Source: an optimization exercise on an open RTL-to-GDS flow (aim: small area, a short achievable clock period and few clock cycles per item). Production flows keep margins and buffers that such runs may drop.
At most, simulation tests tie the RTL to the original design; equivalence was not proved.

== 01-04 ==
Design calc_core, start of the top module:
module calc_core (
	input             clk,
	input             rst,
	input             start,
	input      [9:0]  op,
	input      [19:0] a,
	input      [19:0] b,
	output            busy,
	output reg        done,
	output reg [19:0] result,
	output            neg,
	output     [47:0] hex
	);
Settings: LEC_CHECK=0, ABC_AREA=1, CAP_MARGIN=50, CORE_MARGIN=2, CORE_UTILIZATION=40, SLEW_MARGIN=70; clock period 55.0 ns.
run.sh (not shown) runs the stock make flow with config.mk's settings and CLKGATE_MAP_FILE= SYNTH_SCRIPT=/design/flow/synth_recipe.tcl, a recipe that flattens the netlist after the stock synthesis.
Testbench counts of 01-04, summed over its fixed seeds: cycles 2,871, items 1,920.
What 01-03 does differently from 01-04 at the input level:
-- flow/design.v --
<<< 01-04, line 572
		end
	endfunction
	reg [19:0] low_or;
	integer q;
	always @* begin
		low_or[0] = 1'b0;
		for (q = 1; q < 20; q = q + 1)
			low_or[q] = low_or[q-1] | result[q-1];
	end
	wire [19:0] mag = result ^ ({20{result[19]}} & low_or);
	function [3:0] add3;
		input [3:0] d;
>>> 01-03, line 572
		end
	endfunction
	wire [19:0] mag = result ^ {20{result[19]}};
	function [3:0] add3;
		input [3:0] d;
<<< 01-04, line 603
		end
	end
	assign hex = divz ? 48'hFB8EAB_FFFFFF :
		{seg(bcd[23:20]), seg(bcd[19:16]), seg(bcd[15:12]),
		 seg(bcd[11:8]), seg(bcd[7:4]), seg(bcd[3:0])};
endmodule
>>> 01-03, line 596
		end
	end
	reg [23:0] dig;
	reg        cy;
	integer    g;
	always @* begin
		cy = result[19];
		for (g = 0; g < 6; g = g + 1) begin
			dig[4*g +: 4] = !cy ? bcd[4*g +: 4] :
				(bcd[4*g +: 4] == 4'd9) ? 4'd0 : bcd[4*g +: 4] + 4'd1;
			cy = cy & (bcd[4*g +: 4] == 4'd9);
		end
	end
	assign hex = divz ? 48'hFB8EAB_FFFFFF :
		{seg(dig[23:20]), seg(dig[19:16]), seg(dig[15:12]),
		 seg(dig[11:8]), seg(dig[7:4]), seg(dig[3:0])};
endmodule
Findings:
- 01-03 ended with every stage complete and zero timing, DRC or antenna violations.
- When 01-03 is set beside 01-04, its total length of routed met2 wires turns out to be about 0.8% smaller.
- [compare] base=01-04 new=01-03: chip width fell 0.54%, met1 track utilization from global routing fell 0.41 points, fmax fell 1.1%, floorplan die height fell 0.54%.
- Looking at die area, 01-03 sits about 1.1% lower than 01-04 does.
- Compared with 01-04, 01-03 shows a higher area overhead of the layout relative to synthesis.
- On met2 track demand over resource in global routing, 01-04 and 01-03 are neck and neck.
- Non-clock inverter instance count of the final layout: lower on 01-04
- Diff 01-04 and 01-03: register-to-register slack lower in 01-03
- | final worst setup slack | 01-03 vs 01-04 | 0.21 ns lower |
- A highest routing layer actually used of met4 is what 01-04 shows, while met5 belongs to 01-03.
The RTL of 01-03 was laid out without a check of its function.

The RTL this note starts from:
==> flow/design.v <==
module calc_core (
	input             clk,
	input             rst,
	input             start,
	input      [9:0]  op,
	input      [19:0] a,
	input      [19:0] b,
	output            busy,
	output reg        done,
	output reg [19:0] result,
	output            neg,
	output     [47:0] hex
	);
	localparam OP_ADD  = 10'b0000000001;
	localparam OP_SUB  = 10'b0000000010;
	localparam OP_MUL  = 10'b0000000100;
	localparam OP_DIV  = 10'b0000001000;
	localparam OP_LOG  = 10'b1000000001;
	localparam OP_POW  = 10'b1000000010;
	localparam OP_FACT = 10'b1000000100;
	localparam OP_D2R  = 10'b1000001000;
	localparam N = 4;  
	reg        busy_r;
	reg        mode_pow;    
	reg        divz;        
	reg        acc1;        
	reg [19:0] ra;          
	reg [19:0] rb;          
	reg [2:0]  cnt;         
	assign busy = busy_r;
	assign neg  = result[19];
	wire accept = start & ~busy_r;
	wire        pmul   = rb[0] & ~acc1;            
	wire [19:0] mx = busy_r ? (pmul ? result : ra) : a;
	wire [19:0] my = busy_r ? ra : (op[1] ? a : b);
	wire [19:0] prod = mx * my;
	function [19:0] fact_lut;
		input [4:0] x;
		begin
			case (x)
			5'd0: fact_lut = 20'd1;
			5'd1: fact_lut = 20'd1;
			5'd2: fact_lut = 20'd2;
			5'd3: fact_lut = 20'd6;
			5'd4: fact_lut = 20'd24;
			5'd5: fact_lut = 20'd120;
			5'd6: fact_lut = 20'd720;
			5'd7: fact_lut = 20'd5040;
			5'd8: fact_lut = 20'd40320;
			5'd9: fact_lut = 20'd362880;
			5'd10: fact_lut = 20'd483072;
			5'd11: fact_lut = 20'd70912;
			5'd12: fact_lut = 20'd850944;
			5'd13: fact_lut = 20'd576512;
			5'd14: fact_lut = 20'd731136;
			5'd15: fact_lut = 20'd481280;
			5'd16: fact_lut = 20'd360448;
			5'd17: fact_lut = 20'd884736;
			5'd18: fact_lut = 20'd196608;
			5'd19: fact_lut = 20'd589824;
			5'd20: fact_lut = 20'd262144;
			5'd21: fact_lut = 20'd262144;
			5'd22: fact_lut = 20'd524288;
			5'd23: fact_lut = 20'd524288;
			default: fact_lut = 20'd0;
			endcase
		end
	endfunction
	reg [19:0] log_r;
	integer k;
	always @* begin
		log_r = 20'd0;
		for (k = 1; k < 20; k = k + 1)
			if (a[k]) log_r = k;
	end
	wire [19:0] addsub = a + (b ^ {20{op[1]}}) + {19'd0, op[1]};
	wire [19:0] fact_r = (a < 20'd24) ? fact_lut(a[4:0]) : 20'd0;
	wire [19:0] d2r_r  = a / 20'd60;
	reg [19:0] dq, dr;
	reg [20:0] dt;
	reg [21:0] dd;
	integer s;
	always @* begin
		dr = ra;
		dq = result;
		for (s = 0; s < N; s = s + 1) begin
			dt = {dr, dq[19]};
			dq = {dq[18:0], 1'b0};
			dd = {1'b0, dt} - {2'b0, rb};
			if (!dd[21]) begin
				dr = dd[19:0];
				dq[0] = 1'b1;
			end else
				dr = dt[19:0];
		end
	end
	reg [4:0] la, lb;
	integer m;
	always @* begin
		la = 5'd0;
		lb = 5'd0;
		for (m = 0; m < 20; m = m + 1) begin
			if (a[m]) la = m + 1;
			if (b[m]) lb = m + 1;
		end
	end
	wire [4:0] ldiff = la - lb;
	wire       qzero = (la < lb);
	reg [2:0]  j0;
	always @* begin
		if (ldiff >= 5'd16) j0 = 3'd4;
		else j0 = {1'b0, ldiff[3:2]};
	end
	wire pzero = (a == 20'd0) ||
		(a[0]   == 1'b0  && b >= 20'd20) ||
		(a[1:0] == 2'd0  && b >= 20'd10) ||
		(a[2:0] == 3'd0  && b >= 20'd7)  ||
		(a[3:0] == 4'd0  && b >= 20'd5)  ||
		(a[4:0] == 5'd0  && b >= 20'd4)  ||
		(a[6:0] == 7'd0  && b >= 20'd3)  ||
		(a[9:0] == 10'd0 && b >= 20'd2);
	always @(posedge clk) begin
		done <= 1'b0;
		if (rst) begin
			busy_r <= 1'b0;
		end else if (!busy_r) begin
			if (start) begin
				divz <= 1'b0;
				case (op)
				OP_ADD:  begin result <= addsub; done <= 1'b1; end
				OP_SUB:  begin result <= addsub; done <= 1'b1; end
				OP_MUL:  begin result <= prod;  done <= 1'b1; end
				OP_LOG:  begin result <= log_r; done <= 1'b1; end
				OP_FACT: begin result <= fact_r; done <= 1'b1; end
				OP_D2R:  begin result <= d2r_r; done <= 1'b1; end
				OP_DIV: begin
					rb <= b;
					mode_pow <= 1'b0;
					if (b == 20'd0) begin
						result <= 20'd0; divz <= 1'b1; done <= 1'b1;
					end else if (qzero) begin
						result <= 20'd0; done <= 1'b1;
					end else begin
						busy_r <= 1'b1;
						cnt <= j0;
						case (j0)
						3'd0: begin ra <= {4'd0,  a[19:4]};  result <= {a[3:0],  16'd0}; end
						3'd1: begin ra <= {8'd0,  a[19:8]};  result <= {a[7:0],  12'd0}; end
						3'd2: begin ra <= {12'd0, a[19:12]}; result <= {a[11:0], 8'd0};  end
						3'd3: begin ra <= {16'd0, a[19:16]}; result <= {a[15:0], 4'd0};  end
						default: begin ra <= 20'd0; result <= a; end
						endcase
					end
				end
				OP_POW: begin
					mode_pow <= 1'b1;
					if (b == 20'd0) begin
						result <= a; done <= 1'b1;
					end else if (pzero) begin
						result <= 20'd0; done <= 1'b1;
					end else begin
						result <= b[0] ? a : 20'd1;
						acc1 <= ~b[0];
						ra <= prod;
						rb <= {1'b0, b[19:1]};
						if (b[19:1] == 19'd0) done <= 1'b1;
						else busy_r <= 1'b1;
					end
				end
				default: begin result <= 20'd63; done <= 1'b1; end
				endcase
			end
		end else if (!mode_pow) begin
			ra <= dr;
			result <= dq;
			cnt <= cnt - 3'd1;
			if (cnt == 3'd0) begin
				busy_r <= 1'b0; done <= 1'b1;
			end
		end else begin
			if (rb[0]) begin
				if (acc1) begin
					result <= ra;
					acc1 <= 1'b0;
					ra <= prod;
					rb <= {1'b0, rb[19:1]};
				end else begin
					result <= prod;
					rb[0] <= 1'b0;
				end
				if (rb[19:1] == 19'd0) begin
					busy_r <= 1'b0; done <= 1'b1;
				end
			end else begin
				ra <= prod;
				rb <= {1'b0, rb[19:1]};
			end
		end
	end
	function [7:0] seg;
		input [3:0] d;
		begin
			case (d)
			4'd0: seg = 8'b11000000;
			4'd1: seg = 8'b11111001;
			4'd2: seg = 8'b10100100;
			4'd3: seg = 8'b10110000;
			4'd4: seg = 8'b10011001;
			4'd5: seg = 8'b10010010;
			4'd6: seg = 8'b10000010;
			4'd7: seg = 8'b11111000;
			4'd8: seg = 8'b10000000;
			4'd9: seg = 8'b10010000;
			default: seg = 8'b11111111;
			endcase
		end
	endfunction
	wire [19:0] mag = result[19] ? (~result + 20'd1) : result;
	function [3:0] add3;
		input [3:0] d;
		begin
			add3[3] = d[3] | (d[2] & d[0]) | (d[2] & d[1]);
			add3[2] = (d[3] & d[0]) | (d[2] & ~d[1] & ~d[0]);
			add3[1] = (d[3] & ~d[0]) | (~d[2] & d[1]) | (d[1] & d[0]);
			add3[0] = (d[3] & ~d[0]) | (~d[3] & ~d[2] & d[0]) | (d[2] & d[1] & ~d[0]);
		end
	endfunction
	reg [23:0] bcd;
	integer i;
	always @* begin
		bcd = 24'd0;
		for (i = 19; i >= 0; i = i - 1) begin
			bcd[3:0]   = add3(bcd[3:0]);
			bcd[7:4]   = add3(bcd[7:4]);
			bcd[11:8]  = add3(bcd[11:8]);
			bcd[15:12] = add3(bcd[15:12]);
			bcd[19:16] = add3(bcd[19:16]);
			bcd[23:20] = add3(bcd[23:20]);
			bcd = {bcd[22:0], mag[i]};
		end
	end
	assign hex = divz ? 48'hFB8EAB_FFFFFF :
		{seg(bcd[23:20]), seg(bcd[19:16]), seg(bcd[15:12]),
		 seg(bcd[11:8]), seg(bcd[7:4]), seg(bcd[3:0])};
endmodule
make LEC_CHECK=0 ABC_AREA=1 CAP_MARGIN=20 CORE_MARGIN=2 CORE_UTILIZATION=40 SLEW_MARGIN=20 finish   # period 55.0 ns
The first run completed without violations.
Testbench counts at the start, summed over its fixed seeds: cycles 2,897, items 1,920.
Next try:
--- a/flow/design.v
+++ b/flow/design.v
@@ -27,15 +27,16 @@
 	reg [19:0] ra;          
 	reg [19:0] rb;          
 	reg [2:0]  cnt;         
 	assign busy = busy_r;
 	assign neg  = result[19];
 	wire accept = start & ~busy_r;
+	wire        op_pow = (op == OP_POW);
 	wire        pmul   = rb[0] & ~acc1;            
 	wire [19:0] mx = busy_r ? (pmul ? result : ra) : a;
-	wire [19:0] my = busy_r ? ra : (op[1] ? a : b);
+	wire [19:0] my = busy_r ? ra : (op_pow ? a : b);
 	wire [19:0] prod = mx * my;
 	function [19:0] fact_lut;
 		input [4:0] x;
 		begin
 			case (x)
 			5'd0: fact_lut = 20'd1;
@@ -70,13 +71,12 @@
 	integer k;
 	always @* begin
 		log_r = 20'd0;
 		for (k = 1; k < 20; k = k + 1)
 			if (a[k]) log_r = k;
 	end
-	wire [19:0] addsub = a + (b ^ {20{op[1]}}) + {19'd0, op[1]};
 	wire [19:0] fact_r = (a < 20'd24) ? fact_lut(a[4:0]) : 20'd0;
 	wire [19:0] d2r_r  = a / 20'd60;
 	reg [19:0] dq, dr;
 	reg [20:0] dt;
 	reg [21:0] dd;
 	integer s;
@@ -124,14 +124,14 @@
 		if (rst) begin
 			busy_r <= 1'b0;
 		end else if (!busy_r) begin
 			if (start) begin
 				divz <= 1'b0;
 				case (op)
-				OP_ADD:  begin result <= addsub; done <= 1'b1; end
-				OP_SUB:  begin result <= addsub; done <= 1'b1; end
+				OP_ADD:  begin result <= a + b; done <= 1'b1; end
+				OP_SUB:  begin result <= a - b; done <= 1'b1; end
 				OP_MUL:  begin result <= prod;  done <= 1'b1; end
 				OP_LOG:  begin result <= log_r; done <= 1'b1; end
 				OP_FACT: begin result <= fact_r; done <= 1'b1; end
 				OP_D2R:  begin result <= d2r_r; done <= 1'b1; end
 				OP_DIV: begin
 					rb <= b;
Result: The changed run went through all stages and came out clean; via count rose by 1.6%; worst setup slack is worse by 0.81 ns; clock-buffer cell count rose by 1; routed wire length rose by 4.3%; synthesized cell count rose by 1.2%; cell count rose by 1.5%.
Testbench counts after the change, summed over its fixed seeds: cycles 2,897, items 1,920.

==> re-timing with driven ports <==
How much do the figures lean on ideal ports? The routed layouts below were timed once more, with nothing changed but the port constraints.
Step 1 sets driving cells, clkbuf_16 on the clock port and buf_2 on the other inputs (assumed; they add their load-dependent delay and slew).
Step 2 times the ports against the registers' clock, not the clock port: input delays grow and output delays shrink by t, the midpoint of the rising clock arrivals with the driver on.
Slacks: ideal ports / drivers / drivers and shift; pairs: ideal ports / drivers.
run	t (ns)	setup slack, ns	hold WS [ns]	latest minus earliest clock arrival (ns)	slew at the worst register clock pin (ns)
01-04	0.383	35.799 / 35.753 / 36.136	0.682 / 0.682 / 0.682	0.011 / 0.011	0.07 / 0.07
01-03	0.387	35.588 / 35.544 / 35.931	0.676 / 0.676 / 0.676	0.016 / 0.017	0.07 / 0.07
the first run of note 2	0.390	35.052 / 35.056 / 34.666	0.680 / 0.680 / 0.680	0.008 / 0.008	0.06 / 0.06
the second run of note 2	0.386	34.246 / 34.272 / 33.887	0.586 / 0.586 / 0.586	0.011 / 0.011	0.06 / 0.06
After both steps setup and hold are still met in every run listed. The setup slack of the first run of note 2, which loses most, moves by +0.004 ns with the drivers and by -0.386 ns with both steps.
